Source: an optimization exercise on an open RTL-to-GDS flow (aim: small area). Production flows keep margins and buffers that such runs may drop. At most, simulation tests tie the RTL to the original design; equivalence was not proved. Power figures rest on the tool's default switching activity, not on a simulated workload.

job 6494:
==> flow/design.v (excerpt) <==
module top_coldstorage(clk, rst_n, led_fan, led_hum, sda_lcd_in, sda_lcd_oe, scl_lcd, rx, tx);
Size: about 1100 cells after synthesis, ~190 flip-flops, about 9 I/O pins.
==> flow/config.mk <==
export PLATFORM = sky130hd
export DESIGN_NAME = top_coldstorage
export DESIGN_NICKNAME = top_coldstorage
export VERILOG_FILES = /design/flow/design.v
export SDC_FILE = /design/flow/constraint.sdc
export NUM_CORES = 4
export LEC_CHECK = 0
export ABC_AREA = 1
export CAP_MARGIN = 20
export CORE_MARGIN = 2
export CORE_UTILIZATION = 80
export CTS_BUF_LIST = sky130_fd_sc_hd__clkbuf_8
export PLACE_DENSITY = 0.85
export SLEW_MARGIN = 20
==> flow/constraint.sdc <==
create_clock -name core_clock -period 10.0 [get_ports {clk}]
set_input_delay 2.0000 -clock core_clock [delete_from_list [all_inputs] [get_ports {clk}]]
set_output_delay 2.0000 -clock core_clock [all_outputs]
set_load 0.01 [all_outputs]
standard.sh (not shown) runs the stock make flow with config.mk's settings and CLKGATE_MAP_FILE= SYNTH_SCRIPT=/design/flow/synth_recipe.tcl, a recipe that flattens the netlist after the stock synthesis.
==> flow/flow/run.sh <==
#!/bin/bash
# Own layout flow: the standard flow (standard synthesis, floorplan, power
# grid, placement, routing, finish) with clock-tree synthesis run without
# dummy loads, so the clock tree holds only the buffers that drive the flops.
set -euo pipefail
bash standard.sh \
  "CTS_ARGS=-sink_clustering_enable -repair_clock_nets -dont_use_dummy_load -buf_list sky130_fd_sc_hd__clkbuf_8" \
  finish > flow_standard.log 2>&1
Job 6494: PASS, flow complete, no timing, DRC or antenna violations
Changes in job 8402 relative to job 6494:
- CTS_BUF_LIST: sky130_fd_sc_hd__clkbuf_8 -> sky130_fd_sc_hd__clkbuf_4 sky130_fd_sc_hd__clkbuf_8
==> flow/run.sh (new file) <==
#!/bin/bash
# synth_recipe.tcl (not shown) runs the flow's synth.tcl, then flattens the netlist and writes it again
# the make line also repeats each setting of config.mk as NAME=value (left out here)
make -C /OpenROAD-flow-scripts/flow DESIGN_CONFIG=/design/flow/config.mk WORK_HOME=/design/flow/orfs CLKGATE_MAP_FILE= SYNTH_SCRIPT=/design/flow/synth_recipe.tcl finish
removed: flow/flow/run.sh
removed: flow/standard.sh
## What came out
- Going from job 6494 to job 8402, final core area utilization rose by 1.4 points; worst setup slack fell by 0.034 ns; via count of the first global-routing pass rose by 147.
- Comparing job 8402 against job 6494, there is no change at all in maximum number of pins on one net before global-route repair.
- What job 6494 reported for wire length has to be multiplied by 1.06 to get the figure for job 8402.
- Against job 6494, job 8402 comes in 4 higher on clock buffer count in the final layout.
- Compared with job 6494, job 8402 ends up with a larger final cell area.
- Between job 8402 and job 6494, the sequential power figures differ only marginally.
Inputs modified between job 8402 and job 4153:
- CTS_BUF_LIST now sky130_fd_sc_hd__clkbuf_8, was sky130_fd_sc_hd__clkbuf_4 sky130_fd_sc_hd__clkbuf_8
Results
Any difference in switching fraction of total power between job 4153 and job 8402 is small enough to ignore.
The via count reported for job 4153 is greater than that of job 8402 by about 1.1%.
In terms of sequential portion of the cell area, job 4153 and job 8402 differ only marginally.
No run of this note included a check of the RTL's function; only the layout flow was run.

## P
top_coldstorage, a different RTL version from the one above (not shown whole).
Size: about 900 cells after synthesis, roughly 8500 um^2 of cells after synthesis.
==> flow/config.mk <==
export PLATFORM = sky130hd
export DESIGN_NAME = top_coldstorage
export DESIGN_NICKNAME = top_coldstorage
export VERILOG_FILES = /design/flow/design.v
export SDC_FILE = /design/flow/constraint.sdc
export NUM_CORES = 4
export LEC_CHECK = 0
export ABC_AREA = 1
export CAP_MARGIN = 20
export CORE_MARGIN = 2
export CORE_UTILIZATION = 80
export CTS_BUF_LIST = sky130_fd_sc_hd__clkbuf_8
export PLACE_DENSITY = 0.85
export SLEW_MARGIN = 20
==> flow/constraint.sdc <==
create_clock -name core_clock -period 10.0 [get_ports {clk}]
set_input_delay 2.0000 -clock core_clock [delete_from_list [all_inputs] [get_ports {clk}]]
set_output_delay 2.0000 -clock core_clock [all_outputs]
set_load 0.01 [all_outputs]
==> flow/flow/run.sh <==
#!/bin/bash
# Own layout flow: the standard flow (standard.sh: the standard synthesis,
# floorplan, power grid, placement, CTS, routing and finish) with two changes:
#  * the synthesis maps the combinational logic with an area-only ABC script
#    (abc_area.script beside this file, used through a copy of ORFS's scripts
#    folder; flip-flops are mapped by Yosys before ABC runs, so the registers,
#    their names and cell types are those of the standard synthesis);
#  * clock-tree synthesis runs without dummy loads.
# Each tool's output goes to flow_standard.log in the work folder.
set -euo pipefail
cd "$(dirname "$0")/.."
rm -rf scripts_area
cp -r "$FLOW_HOME/scripts" scripts_area
cp flow/abc_area.script scripts_area/abc_area.script
bash standard.sh \
  "SCRIPTS_DIR=$PWD/scripts_area" \
  "CTS_ARGS=-sink_clustering_enable -repair_clock_nets -dont_use_dummy_load -buf_list sky130_fd_sc_hd__clkbuf_8" \
  finish > flow_standard.log 2>&1
==> flow/flow/abc_area.script <==
strash
dch -f
amap
topo
#### Input delta (Q over P)
==> flow/run.sh (new file) <==
#!/bin/bash
# synth_recipe.tcl (not shown) runs the flow's synth.tcl, then flattens the netlist and writes it again
# the make line also repeats each setting of config.mk as NAME=value (left out here)
make -C /OpenROAD-flow-scripts/flow DESIGN_CONFIG=/design/flow/config.mk WORK_HOME=/design/flow/orfs CLKGATE_MAP_FILE= SYNTH_SCRIPT=/design/flow/synth_recipe.tcl finish
removed: flow/flow/run.sh
removed: flow/flow/abc_area.script
removed: flow/standard.sh
Findings:
- Comparing Q and P, the lower overall die width was measured on P.
- Q vs P: wire length of the first global-routing pass up in Q
- Compared with P, Q shows a register-to-register slack that is 0.68 ns higher.
Inputs modified between Q and R:
==> flow/flow/run.sh (new file) <==
#!/bin/bash
# Own layout flow: the standard flow (standard.sh: the standard synthesis,
# floorplan, power grid, placement, CTS, routing and finish) with two changes:
#  * the synthesis maps the combinational logic with an area-only ABC script
#    (abc_area.script beside this file, used through a copy of ORFS's scripts
#    folder; flip-flops are mapped by Yosys before ABC runs, so the registers,
#    their names and cell types are those of the standard synthesis);
#  * clock-tree synthesis runs without dummy loads.
# Each tool's output goes to flow_standard.log in the work folder.
set -euo pipefail
cd "$(dirname "$0")/.."
rm -rf scripts_area
cp -r "$FLOW_HOME/scripts" scripts_area
cp flow/abc_area.script scripts_area/abc_area.script
bash standard.sh \
  "SCRIPTS_DIR=$PWD/scripts_area" \
  "CTS_ARGS=-sink_clustering_enable -repair_clock_nets -dont_use_dummy_load -buf_list sky130_fd_sc_hd__clkbuf_8 -sink_clustering_size 30 -sink_clustering_max_diameter 80" \
  finish > flow_standard.log 2>&1
==> flow/flow/abc_area.script (new file) <==
strash
dch -f
amap
topo
==> flow/standard.sh (new file) <==
#!/bin/bash
# synth_recipe.tcl (not shown) runs the flow's synth.tcl, then flattens the netlist and writes it again
# the make line also repeats each setting of config.mk as NAME=value (left out here)
make -C /OpenROAD-flow-scripts/flow DESIGN_CONFIG=/design/flow/config.mk WORK_HOME=/design/flow/orfs CLKGATE_MAP_FILE= SYNTH_SCRIPT=/design/flow/synth_recipe.tcl "${@:-finish}"
removed: flow/run.sh
Results
Looking at fraction of the cycle the final worst path needs, R sits 0.43 points above Q. Relative to Q, the fraction of power consumed by combinational cells of R is lower by 6.0 points. R ends up with lower maximum frequency than Q does. Fraction of met1 tracks used by global routing was lower in R than in Q. R ends up with a non-filler instance count after layout that is 262 lower than in Q. For number of nets in the layout, dividing the value from Q by the value from R gives 1.3. R against Q: routed length on met1 now sits lower, worst setup slack now sits lower, worst hold slack after final layout now sits lower.

==> afterwards: timing with drivers on the ports <==
The flow's constraints put no driver on any port. The routed layouts listed below were extracted and timed again, unchanged, in two steps. Step 1 (the two cells are an assumption about what drives the block):
set clk [get_ports {clk}]
set_driving_cell -lib_cell sky130_fd_sc_hd__clkbuf_16 $clk
set_driving_cell -lib_cell sky130_fd_sc_hd__buf_2 [delete_from_list [all_inputs] $clk]
Step 2 times the ports against the registers' clock, not the clock port: input delays grow and output delays shrink by t, the midpoint of the rising clock arrivals with the driver on. a / b / c = ideal ports / drivers / drivers and shift; a / b = the first two.
run	shift t [ns]	slack for setup (ns)	hold slack, ns	cell pins on the clock port's net
job 6494	0.496	6.382 / 6.345 / 6.842	0.437 / 0.437 / 0.437	1
job 8402	0.514	6.348 / 6.307 / 6.822	0.445 / 0.445 / 0.445	1
job 4153	0.510	6.347 / 6.306 / 6.816	0.440 / 0.440 / 0.440	1
P	0.483	6.324 / 6.286 / 6.491	0.429 / 0.429 / 0.429	1
Q	0.487	6.367 / 6.330 / 6.771	0.438 / 0.438 / 0.438	1
R	0.483	6.324 / 6.286 / 6.491	0.429 / 0.429 / 0.429	1
After both steps every run listed still meets setup and hold. The worst setup slack also covers recovery checks on asynchronous resets.
